This is an optimization exercise on Yosys and OpenROAD, whose aim is small area and a short achievable clock period, not a production implementation.
At most, simulation tests tie the RTL to the original design; equivalence was not proved.

run 1:
==> module ieeesub_pre, before the edit <==
module ieeesub_pre(
    input sub,
    input [31:0] A,
    input [31:0] B,
    input gt,
    input eq,
    output [34:0] st
    );
wire bs = B[31] ^ sub;
wire [22:0] mxm = gt ? A[22:0] : B[22:0];
wire [22:0] mnm = gt ? B[22:0] : A[22:0];
wire [7:0] mxe = gt ? A[30:23] : B[30:23];
wire sign = gt ? A[31] : bs;
wire effsub = (A[31] ^ bs) & ~eq;
wire [8:0] dab = {1'b0, A[30:23]} - {1'b0, B[30:23]};
wire [7:0] dba = B[30:23] - A[30:23];
wire [7:0] ediff = dab[8] ? dba : dab[7:0];
wire far = ({1'b0, A[30:23]} >= {1'b0, B[30:23]} + 9'd24) |
           ({1'b0, B[30:23]} >= {1'b0, A[30:23]} + 9'd24);
wire [23:0] t0 = ediff[0] ? {1'b0, 1'b1, mnm[22:1]} : {1'b1, mnm};
wire [23:0] t1 = ediff[1] ? {2'b0, t0[23:2]} : t0;
wire [23:0] t2 = ediff[2] ? {4'b0, t1[23:4]} : t1;
wire [23:0] t3 = ediff[3] ? {8'b0, t2[23:8]} : t2;
wire [23:0] t4 = ediff[4] ? {16'b0, t3[23:16]} : t3;
wire [23:0] sm = far ? 24'd0 : t4;
wire [24:0] mb = {2'b01, mxm};
wire [24:0] s;
wire s_co;
as_add25 ad(mb, {1'b0, sm} ^ {25{effsub}}, effsub, s, s_co);
assign st = {effsub, sign, mxe, s};
endmodule
Settings: LEC_CHECK=0, CAP_MARGIN=20, CORE_MARGIN=2, CORE_UTILIZATION=40, SETUP_SLACK_MARGIN=5, SLEW_MARGIN=20; clock period 13.0 ns.
standard.sh (not shown) runs the stock make flow with config.mk's settings and CLKGATE_MAP_FILE= SYNTH_SCRIPT=/design/flow/synth_recipe.tcl, a recipe that flattens the netlist after the stock synthesis.
==> flow/flow/run.sh <==
#!/bin/bash
# Standard layout (the standard.sh: standard synthesis, floorplan, place,
# CTS, route, finish) with two changes to how timing is repaired:
#  - port buffers are buf_2 cells instead of the slow delay-buffer cell the
#    resizer picks by default (every input and output still gets a buffer);
#  - timing repair aims at 5 ns of setup slack.
# The design is still laid out and signed off at the design's clock period.
# make's full output goes to layout.log; each ORFS step logs under orfs/logs.
set -euo pipefail
bash standard.sh SETUP_SLACK_MARGIN=5 \
  "BUFFER_PORTS_ARGS=-buffer_cell sky130_fd_sc_hd__buf_2" finish > layout.log 2>&1
Input changes introduced in run 2 (baseline for comparison: run 1):
--- a/flow/design.v
+++ b/flow/design.v
@@ -21,29 +21,23 @@
     input eq,
     output [34:0] st
     );
 wire bs = B[31] ^ sub;
 wire [22:0] mxm = gt ? A[22:0] : B[22:0];
-wire [22:0] mnm = gt ? B[22:0] : A[22:0];
 wire [7:0] mxe = gt ? A[30:23] : B[30:23];
 wire sign = gt ? A[31] : bs;
 wire effsub = (A[31] ^ bs) & ~eq;
-wire [8:0] dab = {1'b0, A[30:23]} - {1'b0, B[30:23]};
+wire [7:0] dab = A[30:23] - B[30:23];
 wire [7:0] dba = B[30:23] - A[30:23];
-wire [7:0] ediff = dab[8] ? dba : dab[7:0];
-wire far = ({1'b0, A[30:23]} >= {1'b0, B[30:23]} + 9'd24) |
-           ({1'b0, B[30:23]} >= {1'b0, A[30:23]} + 9'd24);
-wire [23:0] t0 = ediff[0] ? {1'b0, 1'b1, mnm[22:1]} : {1'b1, mnm};
-wire [23:0] t1 = ediff[1] ? {2'b0, t0[23:2]} : t0;
-wire [23:0] t2 = ediff[2] ? {4'b0, t1[23:4]} : t1;
-wire [23:0] t3 = ediff[3] ? {8'b0, t2[23:8]} : t2;
-wire [23:0] t4 = ediff[4] ? {16'b0, t3[23:16]} : t3;
-wire [23:0] sm = far ? 24'd0 : t4;
+wire [23:0] sb, sa;
+align al_b({1'b1, B[22:0]}, dab, effsub, sb);
+align al_a({1'b1, A[22:0]}, dba, effsub, sa);
+wire [23:0] smx = gt ? sb : sa;
 wire [24:0] mb = {2'b01, mxm};
 wire [24:0] s;
 wire s_co;
-as_add25 ad(mb, {1'b0, sm} ^ {25{effsub}}, effsub, s, s_co);
+as_add25 ad(mb, {effsub, smx}, effsub, s, s_co);
 assign st = {effsub, sign, mxe, s};
 endmodule
 module ieeesub_post(
     input [34:0] st,
     output [31:0] out
@@ -251,10 +245,26 @@
 wire a_s23 = a_p23_23 ^ a_G52;
 wire a_s24 = a_p24_24 ^ a_G53;
 assign s = {a_s24, a_s23, a_s22, a_s21, a_s20, a_s19, a_s18, a_s17, a_s16, a_s15, a_s14, a_s13, a_s12, a_s11, a_s10, a_s9, a_s8, a_s7, a_s6, a_s5, a_s4, a_s3, a_s2, a_s1, a_s0};
 assign co = a_G54;
 endmodule
+module align(
+    input [23:0] x,
+    input [7:0] d,
+    input inv,
+    output [23:0] y
+    );
+wire [23:0] xi = x ^ {24{inv}};
+wire [23:0] f = {24{inv}};
+wire [23:0] t0 = d[0] ? {f[0],    xi[23:1]}  : xi;
+wire [23:0] t1 = d[1] ? {f[1:0],  t0[23:2]}  : t0;
+wire [23:0] t2 = d[2] ? {f[3:0],  t1[23:4]}  : t1;
+wire [23:0] t3 = d[3] ? {f[7:0],  t2[23:8]}  : t2;
+wire [23:0] t4 = d[4] ? {f[15:0], t3[23:16]} : t3;
+wire out_all = (d[7:5] != 3'd0) | (d[4] & d[3]);
+assign y = out_all ? f : t4;
+endmodule
 module mul_tree(input [23:0] a, input [23:0] b, output [47:0] r0, output [47:0] r1);
 wire w1 = (b[1] & ~b[0]);
 wire w2 = ((b[0] & a[0]) ^ b[1]);
 wire w3 = (((b[0] & a[1]) | (w1 & a[0])) ^ b[1]);
 wire w4 = (((b[0] & a[2]) | (w1 & a[1])) ^ b[1]);
- No stage failed in run 2, and the final checks on the layout all came back clean.
- Looking at data arrival time of the critical path, run 2 sits 0.29 ns below run 1.
- Taking run 1 as the reference, in run 2 number of antenna violations at the first check in global routing climbed 2, number of flip-flops and latches held steady, die boundary height now sits higher.
- Number of cells in the design after placement of run 2 exceeds that of run 1 slightly.
- For run 1, the cell with the biggest individual delay on the critical path was sky130_fd_sc_hd__mux4_2, unlike run 2, where it was sky130_fd_sc_hd__fa_2.
- Compared with run 1, in run 2 setup slack of the critical path after layout now larger; maximum buffer depth of the clock tree level; total of cells resized after clock tree synthesis -95; fmax went up.
- From run 2 to run 1, first-pass iteration count of the detailed router did not move at all.
- Post-synthesis instance area in run 2 is 3.9% above run 1.
- x1.q_st[24] as the capturing instance or port of the critical path was reported by run 1, and x1.q_st[16] by run 2.
For run 1, only the layout was checked, not whether the RTL still works.

==> separate check: timing with driven ports <==
Ports are ideal in the flow. The routed layouts listed here were re-timed in OpenROAD. Step 1: set_driving_cell puts a clkbuf_16 on clk and a buf_2 on each other input, an assumption about the parent block. Step 2 times the ports against the registers' clock, not the clock port: input delays grow and output delays shrink by t, the midpoint of the rising clock arrivals with the driver on. Three values: no drivers, after step 1, after step 2; two values: the first two.
run	t (ns)	slack for setup (ns)	cell pins on the clock port's net
run 1	0.379	5.006 / 5.001 / 4.622	1
run 2	0.391	5.208 / 5.227 / 4.836	1
After both steps setup and hold are still met in every run listed. The setup slack of run 1, which loses most, moves by -0.005 ns with the drivers and by -0.384 ns with both steps.
